This design comes from an exercise in tuning for small area, a short achievable clock period and few clock cycles per item on the open sky130 flow, not from production work.
At most, simulation tests tie the RTL to the original design; equivalence was not proved.

==> inputs of job 7627 <==
==> flow/design.v (excerpt) <==
module FFT(clk, rst_n, in_valid, din_r, din_i, out_valid, dout_r, dout_i);
input clk;
input rst_n;
input in_valid;
input signed [11:0] din_r;
input signed [11:0] din_i;
output out_valid;
output signed [15:0] dout_r;
output signed [15:0] dout_i;
integer k;
reg run;
reg [6:0] P;
reg ov;
assign out_valid = ov;
always @(posedge clk or negedge rst_n) begin
  if (!rst_n) begin
    run <= 1'b0; P <= 7'd0; ov <= 1'b0;
  end else begin
    if (in_valid) run <= 1'b1;
    if ((run || in_valid) && P != 7'd127) P <= P + 7'd1;
    if (P == 7'd37) ov <= 1'b1;
  end
end
wire [6:0] Pn = P + 7'd1;
reg f0_dl, f0_ld, f1_ld, f1_pre, f2_dl, f2_ld, f3_ld, f3_pre;
always @(posedge clk) begin
  f0_dl <= (Pn >= 7'd18) && (Pn <= 7'd25);
  f0_ld <= (Pn >= 7'd26) && (Pn <= 7'd33);
  f1_ld <= (Pn >= 7'd28) && (Pn <= 7'd35);
  f1_pre <= (Pn < 7'd28);
  f2_dl <= (Pn >= 7'd19) && (Pn <= 7'd26);
  f2_ld <= (Pn >= 7'd27) && (Pn <= 7'd34);
  f3_ld <= (Pn >= 7'd29) && (Pn <= 7'd36);
  f3_pre <= (Pn < 7'd29);
end
wire [3:0] tw4_n = Pn - 7'd18;
reg tw4_r0_s0; always @(posedge clk) tw4_r0_s0 <= tw4_n == 4'd0 || tw4_n == 4'd1 || tw4_n == 4'd2 || tw4_n == 4'd3 || tw4_n == 4'd4 || tw4_n == 4'd12 || tw4_n == 4'd13 || tw4_n == 4'd14 || tw4_n == 4'd15;
reg tw4_r0_s1; always @(posedge clk) tw4_r0_s1 <= tw4_n == 4'd5 || tw4_n == 4'd6 || tw4_n == 4'd10 || tw4_n == 4'd11;
  ...
clock: 12.0 ns
lec_check: 0
cap_margin: 20
core_margin: 2
core_utilization: 40
place_density: 0.6
setup_slack_margin: 5
slew_margin: 20
run.sh (not shown) runs the stock make flow with config.mk's settings and CLKGATE_MAP_FILE= SYNTH_SCRIPT=/design/flow/synth_recipe.tcl, a recipe that flattens the netlist after the stock synthesis.
==> inputs of job 8143, as changes to job 7627 <==
--- a/flow/design.v
+++ b/flow/design.v
@@ -13,17 +13,17 @@
 reg ov;
 assign out_valid = ov;
 always @(posedge clk or negedge rst_n) begin
   if (!rst_n) begin
     run <= 1'b0; P <= 7'd0; ov <= 1'b0;
   end else begin
     if (in_valid) run <= 1'b1;
     if ((run || in_valid) && P != 7'd127) P <= P + 7'd1;
-    if (P == 7'd37) ov <= 1'b1;
+    if (P == 7'd36) ov <= 1'b1;
   end
 end
 wire [6:0] Pn = P + 7'd1;
 reg f0_dl, f0_ld, f1_ld, f1_pre, f2_dl, f2_ld, f3_ld, f3_pre;
 always @(posedge clk) begin
   f0_dl <= (Pn >= 7'd18) && (Pn <= 7'd25);
   f0_ld <= (Pn >= 7'd26) && (Pn <= 7'd33);
   f1_ld <= (Pn >= 7'd28) && (Pn <= 7'd35);
@@ -277,17 +277,17 @@
 reg signed [15:0] r2r [0:7], r2i [0:7];
 reg signed [15:0] r3r [0:7], r3i [0:7];
 wire signed [11:0] a4r = r3r[7][11:0], a4i = r3i[7][11:0];
 reg signed [12:0] S4r, S4i, D4r, D4i;
 always @(posedge clk) begin
   S4r <= a4r + xr; S4i <= a4i + xi;
   D4r <= a4r - xr; D4i <= a4i - xi;
 end
-wire signed [15:0] tw4_xr = $signed(D4r), tw4_xi = $signed(D4i);
+wire signed [15:0] tw4_xr = D4r, tw4_xi = D4i;
 wire signed [15:0] tw4_xr_sh0 = tw4_xr >>> 0;
 wire signed [15:0] tw4_xr_sh1 = tw4_xr >>> 1;
 wire signed [15:0] tw4_xr_sh2 = tw4_xr >>> 2;
 wire [15:0] tw4_t1 = ((tw4_xr_sh0 & {16{tw4_r0_s0}}) | (tw4_xr_sh1 & {16{tw4_r0_s1}}) | (tw4_xr_sh2 & {16{tw4_r0_s2}})) ^ {16{tw4_r0_ng}};
 wire signed [15:0] tw4_xr_sh3 = tw4_xr >>> 3;
 wire signed [15:0] tw4_xr_sh4 = tw4_xr >>> 4;
 wire signed [15:0] tw4_xr_sh5 = tw4_xr >>> 5;
 wire signed [15:0] tw4_xr_sh6 = tw4_xr >>> 6;
@@ -342,17 +342,17 @@
 wire [15:0] tw4is43 = tw4is41 ^ tw4ic42 ^ tw4ic40;
 wire [15:0] tw4ic44 = {((tw4is41) & (tw4ic42) | (tw4is41) & (tw4ic40) | (tw4ic42) & (tw4ic40)), 1'b0};
 reg [15:0] C4rs, C4rc, C4is, C4ic;
 always @(posedge clk) begin C4rs <= tw4rs21; C4rc <= tw4rc22; C4is <= tw4is43; C4ic <= tw4ic44; end
 wire [15:0] t4r = C4rs + C4rc, t4i = C4is + C4ic;
 wire signed [13:0] s3t_r = r0r[7] + S4r, s3t_i = r0i[7] + S4i;
 reg signed [13:0] D3tr, D3ti;
 always @(posedge clk) begin D3tr <= r0r[7] - S4r; D3ti <= r0i[7] - S4i; end
-wire signed [15:0] tw3t_xr = $signed(D3tr), tw3t_xi = $signed(D3ti);
+wire signed [15:0] tw3t_xr = D3tr, tw3t_xi = D3ti;
 wire signed [15:0] tw3t_xr_sh0 = tw3t_xr >>> 0;
 wire signed [15:0] tw3t_xr_sh1 = tw3t_xr >>> 1;
 wire [15:0] tw3t_t45 = ((tw3t_xr_sh0 & {16{tw3t_r0_s0}}) | (tw3t_xr_sh1 & {16{tw3t_r0_s1}})) ^ {16{tw3t_r0_ng}};
 wire signed [15:0] tw3t_xr_sh2 = tw3t_xr >>> 2;
 wire signed [15:0] tw3t_xr_sh3 = tw3t_xr >>> 3;
 wire signed [15:0] tw3t_xr_sh4 = tw3t_xr >>> 4;
 wire [15:0] tw3t_t46 = ((tw3t_xr_sh2 & {16{tw3t_r1_s2}}) | (tw3t_xr_sh3 & {16{tw3t_r1_s3}}) | (tw3t_xr_sh4 & {16{tw3t_r1_s4}})) ^ {16{tw3t_r1_ng}};
 wire signed [15:0] tw3t_xr_sh6 = tw3t_xr >>> 6;
@@ -406,17 +406,17 @@
 wire [15:0] tw3tic88 = {((tw3tis85) & (tw3tic86) | (tw3tis85) & (tw3tic84) | (tw3tic86) & (tw3tic84)), 1'b0};
 reg [15:0] C3trs, C3trc, C3tis, C3tic;
 always @(posedge clk) begin C3trs <= tw3trs65; C3trc <= tw3trc66; C3tis <= tw3tis87; C3tic <= tw3tic88; end
 wire [15:0] t3t_r = C3trs + C3trc, t3t_i = C3tis + C3tic;
 wire [15:0] b2r = r2r[7], b2i = r2i[7];
 wire [15:0] s3b_r = b2r + C4rs + C4rc, s3b_i = b2i + C4is + C4ic;
 reg [15:0] D3br, D3bi;
 always @(posedge clk) begin D3br <= b2r + ~C4rs + ~C4rc + 16'd2; D3bi <= b2i + ~C4is + ~C4ic + 16'd2; end
-wire signed [15:0] tw3b_xr = $signed(D3br), tw3b_xi = $signed(D3bi);
+wire signed [15:0] tw3b_xr = D3br, tw3b_xi = D3bi;
 wire signed [15:0] tw3b_xr_sh0 = tw3b_xr >>> 0;
 wire signed [15:0] tw3b_xr_sh1 = tw3b_xr >>> 1;
 wire [15:0] tw3b_t89 = ((tw3b_xr_sh0 & {16{tw3b_r0_s0}}) | (tw3b_xr_sh1 & {16{tw3b_r0_s1}})) ^ {16{tw3b_r0_ng}};
 wire signed [15:0] tw3b_xr_sh2 = tw3b_xr >>> 2;
 wire signed [15:0] tw3b_xr_sh3 = tw3b_xr >>> 3;
 wire signed [15:0] tw3b_xr_sh4 = tw3b_xr >>> 4;
 wire [15:0] tw3b_t90 = ((tw3b_xr_sh2 & {16{tw3b_r1_s2}}) | (tw3b_xr_sh3 & {16{tw3b_r1_s3}}) | (tw3b_xr_sh4 & {16{tw3b_r1_s4}})) ^ {16{tw3b_r1_ng}};
 wire signed [15:0] tw3b_xr_sh6 = tw3b_xr >>> 6;
@@ -527,75 +527,78 @@
 wire [15:0] w5i = ({16{qsel1[0]}} & {{2{r0i[6][13]}},r0i[6]}) | ({16{qsel1[1]}} & r1i[6]) | ({16{qsel1[2]}} & r2i[6]) | ({16{qsel1[3]}} & r3i[6]);
 wire [15:0] w6r = ({16{qsel2[0]}} & {{2{r0r[5][13]}},r0r[5]}) | ({16{qsel2[1]}} & r1r[5]) | ({16{qsel2[2]}} & r2r[5]) | ({16{qsel2[3]}} & r3r[5]);
 wire [15:0] w6i = ({16{qsel2[0]}} & {{2{r0i[5][13]}},r0i[5]}) | ({16{qsel2[1]}} & r1i[5]) | ({16{qsel2[2]}} & r2i[5]) | ({16{qsel2[3]}} & r3i[5]);
 wire [15:0] w7r = ({16{qsel3[0]}} & {{2{r0r[4][13]}},r0r[4]}) | ({16{qsel3[1]}} & r1r[4]) | ({16{qsel3[2]}} & r2r[4]) | ({16{qsel3[3]}} & r3r[4]);
 wire [15:0] w7i = ({16{qsel3[0]}} & {{2{r0i[4][13]}},r0i[4]}) | ({16{qsel3[1]}} & r1i[4]) | ({16{qsel3[2]}} & r2i[4]) | ({16{qsel3[3]}} & r3i[4]);
 function [15:0] addsub; input [15:0] a, b; input sub;
   addsub = a + (b ^ {16{sub}}) + {15'd0, sub};
 endfunction
-reg [15:0] U0r, U0i, U2r, U2i, E1r, E1i, E3r, E3i;
+reg [15:0] U0r, U0i, U2r, U2i, E1r, E1i, E3r, E3i, Z0r, Z0i;
 reg d2, d3, d3b, d4;
 always @(posedge clk) begin
-  U0r <= addsub(w0r, w4r, c2_0); U0i <= addsub(w0i, w4i, c2_0);
-  U2r <= addsub(c2_2 ? w2i : w2r, c2_2 ? w6i : w6r, c2_2);
-  U2i <= c2_2 ? w6r - w2r : w2i + w6i;
+  Z0r <= w0r + (w4r ^ {16{c2_0}}) + ((c2_2 ? w2i : w2r) ^ {16{c3}}) + ((c2_2 ? ~w6i : w6r) ^ {16{c3}}) + {14'd0, (c2_0 | c3), 1'b0};
+  Z0i <= w0i + (w4i ^ {16{c2_0}}) + ((c2_2 ? w6r : w2i) ^ {16{c3}}) + ((c2_2 ? ~w2r : w6i) ^ {16{c3}}) + {14'd0, (c2_0 | c3), 1'b0};
   E1r <= addsub(w1r, w5r, c2_1); E1i <= addsub(w1i, w5i, c2_1);
   E3r <= addsub(w3r, w7r, c2_3); E3i <= addsub(w3i, w7i, c2_3);
   d2 <= c2_0; d3 <= c3; d3b <= c3; d4 <= c4;
 end
-wire signed [15:0] E1r_sh2 = $signed(E1r) >>> 2;
-wire signed [15:0] E1r_sh4 = $signed(E1r) >>> 4;
-wire signed [15:0] E1r_sh6 = $signed(E1r) >>> 6;
-wire signed [15:0] E1r_sh8 = $signed(E1r) >>> 8;
+wire signed [15:0] E1r_sg = E1r;
+wire signed [15:0] E1r_sh2 = E1r_sg >>> 2;
+wire signed [15:0] E1r_sh4 = E1r_sg >>> 4;
+wire signed [15:0] E1r_sh6 = E1r_sg >>> 6;
+wire signed [15:0] E1r_sh8 = E1r_sg >>> 8;
 wire [15:0] fas133 = E1r ^ ~(E1r_sh2) ^ ~(E1r_sh4);
 wire [15:0] fac134 = {((E1r) & (~(E1r_sh2)) | (E1r) & (~(E1r_sh4)) | (~(E1r_sh2)) & (~(E1r_sh4))), 1'b0};
 wire [15:0] fas135 = (E1r_sh6) ^ (E1r_sh8) ^ 16'd2;
 wire [15:0] fac136 = {(((E1r_sh6)) & ((E1r_sh8)) | ((E1r_sh6)) & (16'd2) | ((E1r_sh8)) & (16'd2)), 1'b0};
 wire [15:0] fas137 = fas133 ^ fac134 ^ fas135;
 wire [15:0] fac138 = {((fas133) & (fac134) | (fas133) & (fas135) | (fac134) & (fas135)), 1'b0};
 wire [15:0] fas139 = fas137 ^ fac138 ^ fac136;
 wire [15:0] fac140 = {((fas137) & (fac138) | (fas137) & (fac136) | (fac138) & (fac136)), 1'b0};
-wire signed [15:0] E1i_sh2 = $signed(E1i) >>> 2;
-wire signed [15:0] E1i_sh4 = $signed(E1i) >>> 4;
-wire signed [15:0] E1i_sh6 = $signed(E1i) >>> 6;
-wire signed [15:0] E1i_sh8 = $signed(E1i) >>> 8;
+wire signed [15:0] E1i_sg = E1i;
+wire signed [15:0] E1i_sh2 = E1i_sg >>> 2;
+wire signed [15:0] E1i_sh4 = E1i_sg >>> 4;
+wire signed [15:0] E1i_sh6 = E1i_sg >>> 6;
+wire signed [15:0] E1i_sh8 = E1i_sg >>> 8;
 wire [15:0] fbs141 = E1i ^ ~(E1i_sh2) ^ ~(E1i_sh4);
 wire [15:0] fbc142 = {((E1i) & (~(E1i_sh2)) | (E1i) & (~(E1i_sh4)) | (~(E1i_sh2)) & (~(E1i_sh4))), 1'b0};
 wire [15:0] fbs143 = (E1i_sh6) ^ (E1i_sh8) ^ 16'd2;
 wire [15:0] fbc144 = {(((E1i_sh6)) & ((E1i_sh8)) | ((E1i_sh6)) & (16'd2) | ((E1i_sh8)) & (16'd2)), 1'b0};
 wire [15:0] fbs145 = fbs141 ^ fbc142 ^ fbs143;
 wire [15:0] fbc146 = {((fbs141) & (fbc142) | (fbs141) & (fbs143) | (fbc142) & (fbs143)), 1'b0};
 wire [15:0] fbs147 = fbs145 ^ fbc146 ^ fbc144;
 wire [15:0] fbc148 = {((fbs145) & (fbc146) | (fbs145) & (fbc144) | (fbc146) & (fbc144)), 1'b0};
-wire signed [15:0] E3r_sh2 = $signed(E3r) >>> 2;
-wire signed [15:0] E3r_sh4 = $signed(E3r) >>> 4;
-wire signed [15:0] E3r_sh6 = $signed(E3r) >>> 6;
-wire signed [15:0] E3r_sh8 = $signed(E3r) >>> 8;
+wire signed [15:0] E3r_sg = E3r;
+wire signed [15:0] E3r_sh2 = E3r_sg >>> 2;
+wire signed [15:0] E3r_sh4 = E3r_sg >>> 4;
+wire signed [15:0] E3r_sh6 = E3r_sg >>> 6;
+wire signed [15:0] E3r_sh8 = E3r_sg >>> 8;
 wire [15:0] fcs149 = E3r ^ ~(E3r_sh2) ^ ~(E3r_sh4);
 wire [15:0] fcc150 = {((E3r) & (~(E3r_sh2)) | (E3r) & (~(E3r_sh4)) | (~(E3r_sh2)) & (~(E3r_sh4))), 1'b0};
 wire [15:0] fcs151 = (E3r_sh6) ^ (E3r_sh8) ^ 16'd2;
 wire [15:0] fcc152 = {(((E3r_sh6)) & ((E3r_sh8)) | ((E3r_sh6)) & (16'd2) | ((E3r_sh8)) & (16'd2)), 1'b0};
 wire [15:0] fcs153 = fcs149 ^ fcc150 ^ fcs151;
 wire [15:0] fcc154 = {((fcs149) & (fcc150) | (fcs149) & (fcs151) | (fcc150) & (fcs151)), 1'b0};
 wire [15:0] fcs155 = fcs153 ^ fcc154 ^ fcc152;
 wire [15:0] fcc156 = {((fcs153) & (fcc154) | (fcs153) & (fcc152) | (fcc154) & (fcc152)), 1'b0};
-wire signed [15:0] E3i_sh2 = $signed(E3i) >>> 2;
-wire signed [15:0] E3i_sh4 = $signed(E3i) >>> 4;
-wire signed [15:0] E3i_sh6 = $signed(E3i) >>> 6;
-wire signed [15:0] E3i_sh8 = $signed(E3i) >>> 8;
+wire signed [15:0] E3i_sg = E3i;
+wire signed [15:0] E3i_sh2 = E3i_sg >>> 2;
+wire signed [15:0] E3i_sh4 = E3i_sg >>> 4;
+wire signed [15:0] E3i_sh6 = E3i_sg >>> 6;
+wire signed [15:0] E3i_sh8 = E3i_sg >>> 8;
 wire [15:0] fds157 = E3i ^ ~(E3i_sh2) ^ ~(E3i_sh4);
 wire [15:0] fdc158 = {((E3i) & (~(E3i_sh2)) | (E3i) & (~(E3i_sh4)) | (~(E3i_sh2)) & (~(E3i_sh4))), 1'b0};
 wire [15:0] fds159 = (E3i_sh6) ^ (E3i_sh8) ^ 16'd2;
 wire [15:0] fdc160 = {(((E3i_sh6)) & ((E3i_sh8)) | ((E3i_sh6)) & (16'd2) | ((E3i_sh8)) & (16'd2)), 1'b0};
 wire [15:0] fds161 = fds157 ^ fdc158 ^ fds159;
 wire [15:0] fdc162 = {((fds157) & (fdc158) | (fds157) & (fds159) | (fdc158) & (fds159)), 1'b0};
 wire [15:0] fds163 = fds161 ^ fdc162 ^ fdc160;
 wire [15:0] fdc164 = {((fds161) & (fdc162) | (fds161) & (fdc160) | (fdc162) & (fdc160)), 1'b0};
-wire signed [15:0] E3r_sh1 = $signed(E3r) >>> 1;
+wire signed [15:0] E3r_sh1 = E3r_sg >>> 1;
 wire [15:0] fes165 = ~(E3r_sh1) ^ ~(E3r_sh2) ^ (E3r_sh4);
 wire [15:0] fec166 = {((~(E3r_sh1)) & (~(E3r_sh2)) | (~(E3r_sh1)) & ((E3r_sh4)) | (~(E3r_sh2)) & ((E3r_sh4))), 1'b0};
 wire [15:0] fes167 = ~(E3r_sh6) ^ ~(E3r_sh8) ^ 16'd4;
 wire [15:0] fec168 = {((~(E3r_sh6)) & (~(E3r_sh8)) | (~(E3r_sh6)) & (16'd4) | (~(E3r_sh8)) & (16'd4)), 1'b0};
 wire [15:0] fes169 = fes165 ^ fec166 ^ fes167;
 wire [15:0] fec170 = {((fes165) & (fec166) | (fes165) & (fes167) | (fec166) & (fes167)), 1'b0};
 wire [15:0] fes171 = fes169 ^ fec170 ^ fec168;
 wire [15:0] fec172 = {((fes169) & (fec170) | (fes169) & (fec168) | (fec170) & (fec168)), 1'b0};
@@ -622,33 +625,26 @@
 wire [15:0] uds193 = uds191 ^ udc192 ^ 16'd2;
 wire [15:0] udc194 = {((uds191) & (udc192) | (uds191) & (16'd2) | (udc192) & (16'd2)), 1'b0};
 wire [15:0] U1rs = d2 ? uas175 : E1r; wire [15:0] U1rc = d2 ? uac176 : 16'd0;
 wire [15:0] U1is = d2 ? ubs181 : E1i; wire [15:0] U1ic = d2 ? ubc182 : 16'd0;
 wire [15:0] U3rs = d2 ? ucs187 : E3r; wire [15:0] U3rc = d2 ? ucc188 : 16'd0;
 wire [15:0] U3is = d2 ? uds193 : E3i; wire [15:0] U3ic = d2 ? udc194 : 16'd0;
 reg [15:0] Ars, Arc, Brs, Brc, Ais, Aic, Bis, Bic;
 reg [15:0] Y0r, Y0i;
-reg e3, e4;
+reg [2:0] KX;
+wire [15:0] M4 = {16{d4}};
 always @(posedge clk) begin
-  Ars <= d3 ? U1is : U1rs; Arc <= d3 ? U1ic : U1rc;
-  Brs <= d3 ? ~U3is : U3rs; Brc <= d3 ? ~U3ic : U3rc;
-  Ais <= d3b ? U3rs : U1is; Aic <= d3b ? U3rc : U1ic;
-  Bis <= d3b ? ~U1rs : U3is; Bic <= d3b ? ~U1rc : U3ic;
-  Y0r <= addsub(U0r, U2r, d3); Y0i <= addsub(U0i, U2i, d3b);
-  e3 <= d3; e4 <= d4;
-end
-wire [15:0] y1r = Ars + Arc + Brs + Brc + {14'd0, e3, 1'b0};
-wire [15:0] y1i = Ais + Aic + Bis + Bic + {14'd0, e3, 1'b0};
-reg [15:0] Y0dr, Y0di, Y1r, Y1i;
-reg g4;
-always @(posedge clk) begin
-  Y0dr <= Y0r; Y0di <= Y0i;
-  Y1r <= y1r ^ {16{e4}}; Y1i <= y1i ^ {16{e4}};
-  g4 <= e4;
+  Ars <= (d3 ? U1is : U1rs) ^ M4; Arc <= (d3 ? U1ic : U1rc) ^ M4;
+  Brs <= (d3 ? ~U3is : U3rs) ^ M4; Brc <= (d3 ? ~U3ic : U3rc) ^ M4;
+  Ais <= (d3b ? U3rs : U1is) ^ M4; Aic <= (d3b ? U3rc : U1ic) ^ M4;
+  Bis <= (d3b ? ~U1rs : U3is) ^ M4; Bic <= (d3b ? ~U1rc : U3ic) ^ M4;
+  Y0r <= Z0r; Y0i <= Z0i;
+  KX <= d4 ? (d3 ? 3'd2 : 3'd4) : (d3 ? 3'd2 : 3'd0);
 end
 reg [15:0] Xr, Xi;
 always @(posedge clk) begin
-  Xr <= Y0dr + Y1r + {15'd0, g4}; Xi <= Y0di + Y1i + {15'd0, g4};
+  Xr <= Y0r + Ars + Arc + Brs + Brc + {13'd0, KX};
+  Xi <= Y0i + Ais + Aic + Bis + Bic + {13'd0, KX};
 end
 assign dout_r = Xr;
 assign dout_i = Xi;
 endmodule
==> flow/flow/run.sh (new file) <==
#!/bin/bash
set -euo pipefail
export SETUP_SLACK_MARGIN=8
bash standard.sh finish > flow_make.log 2>&1
==> flow/standard.sh (new file) <==
#!/bin/bash
# synth_recipe.tcl (not shown) runs the flow's synth.tcl, then flattens the netlist and writes it again
# the make line also repeats each setting of config.mk as NAME=value (left out here)
make -C /OpenROAD-flow-scripts/flow DESIGN_CONFIG=/design/flow/config.mk WORK_HOME=/design/flow/orfs CLKGATE_MAP_FILE= SYNTH_SCRIPT=/design/flow/synth_recipe.tcl "${@:-finish}"
==> flow/config.mk (replaced) <==
export PLATFORM = sky130hd
export DESIGN_NAME = FFT
export DESIGN_NICKNAME = FFT
export VERILOG_FILES = /design/flow/design.v
export SDC_FILE = /design/flow/constraint.sdc
export NUM_CORES = 4
export LEC_CHECK = 0
export CAP_MARGIN = 20
export CORE_MARGIN = 2
export CORE_UTILIZATION = 60
export PLACE_DENSITY = 0.7
export SLEW_MARGIN = 20
removed: flow/run.sh
==> inputs of job 1073, as changes to job 7627 <==
==> flow/flow/run.sh (new file) <==
#!/bin/bash
set -euo pipefail
export SETUP_SLACK_MARGIN=8
bash standard.sh finish > flow_make.log 2>&1
==> flow/standard.sh (new file) <==
#!/bin/bash
# synth_recipe.tcl (not shown) runs the flow's synth.tcl, then flattens the netlist and writes it again
# the make line also repeats each setting of config.mk as NAME=value (left out here)
make -C /OpenROAD-flow-scripts/flow DESIGN_CONFIG=/design/flow/config.mk WORK_HOME=/design/flow/orfs CLKGATE_MAP_FILE= SYNTH_SCRIPT=/design/flow/synth_recipe.tcl "${@:-finish}"
==> flow/config.mk (replaced) <==
export PLATFORM = sky130hd
export DESIGN_NAME = FFT
export DESIGN_NICKNAME = FFT
export VERILOG_FILES = /design/flow/design.v
export SDC_FILE = /design/flow/constraint.sdc
export NUM_CORES = 4
export LEC_CHECK = 0
export CAP_MARGIN = 20
export CORE_MARGIN = 2
export CORE_UTILIZATION = 40
export PLACE_DENSITY = 0.6
export SLEW_MARGIN = 20
removed: flow/run.sh
==> comparison table <==
                                                                                  job 8143                 job 7627                 job 1073
Synth async-reset ratio                                                             0.534%                   0.506%                   0.506%
Share of cell area taken by multi-input logic gates                                  53.3%                    53.0%                    52.2%
Result of the run                                                  complete, no violations  complete, no violations  complete, no violations
FF-to-FF Start                                                            qsel0[2]$_DFF_P_      tw3b_r_k[2]$_DFF_P_           E3i[7]$_DFF_P_
Worst endpoint data arrival time                                                   5.38 ns                  6.06 ns                  4.97 ns
Multiplexer area fraction after synthesis                                            1.48%                    2.15%                    2.15%
Required time worst endpoint                                                      12.74 ns                 12.73 ns                 12.71 ns
Final non-filler cell total                                                          12449                    13481                    13681
Area post-placement                                                            103000 um^2              106000 um^2              106000 um^2
Setup Skew                                                                       0.0841 ns                0.0512 ns                0.0890 ns
Met1 layer usage reported by global route                                            48.5%                    32.3%                    33.3%
Total nets after synthesis                                                           11708                    11759                    11759
Average via count per standard cell                                                   5.91                     5.32                     5.32
Fraction of synthesized cell area taken by the top area cell type                    33.4%                    34.6%                    34.6%
Pre-CTS setup slack                                                                5.47 ns                  6.71 ns                  6.89 ns
Area of the core region                                                        167000 um^2              254000 um^2              254000 um^2
Testbench counts of job 8143, summed over its fixed seeds: cycles 26,496, frames 384.
For job 7627 and job 1073, only the layout was checked, not whether the RTL still works.

-- port drivers added, routing unchanged --
How much do the figures lean on ideal ports? The routed layouts below were timed once more, with nothing changed but the port constraints. Step 1 assumes that a clkbuf_16 drives the clock port and a buf_2 every other input. Step 2 moves the port delays by t, midway between the first and last clock arrival at a register: inputs arrive t later, outputs are due t later. That takes back most of the time a late clock gives input paths. Slacks: ideal / step 1 / step 2; pairs: ideal / step 1.
run | t, ns | slack for setup (ns) | worst hold slack (ns) | slew at the worst register clock pin (ns)
job 7627 | 0.918 | 6.673 / 6.673 / 6.673 | 0.318 / 0.318 / 0.318 | 0.07 / 0.07
job 8143 | 0.921 | 7.357 / 7.357 / 7.357 | 0.318 / 0.318 / 0.318 | 0.08 / 0.08
job 1073 | 0.950 | 7.743 / 7.743 / 7.743 | 0.275 / 0.275 / 0.275 | 0.07 / 0.07
After both steps every run listed still meets setup and hold.
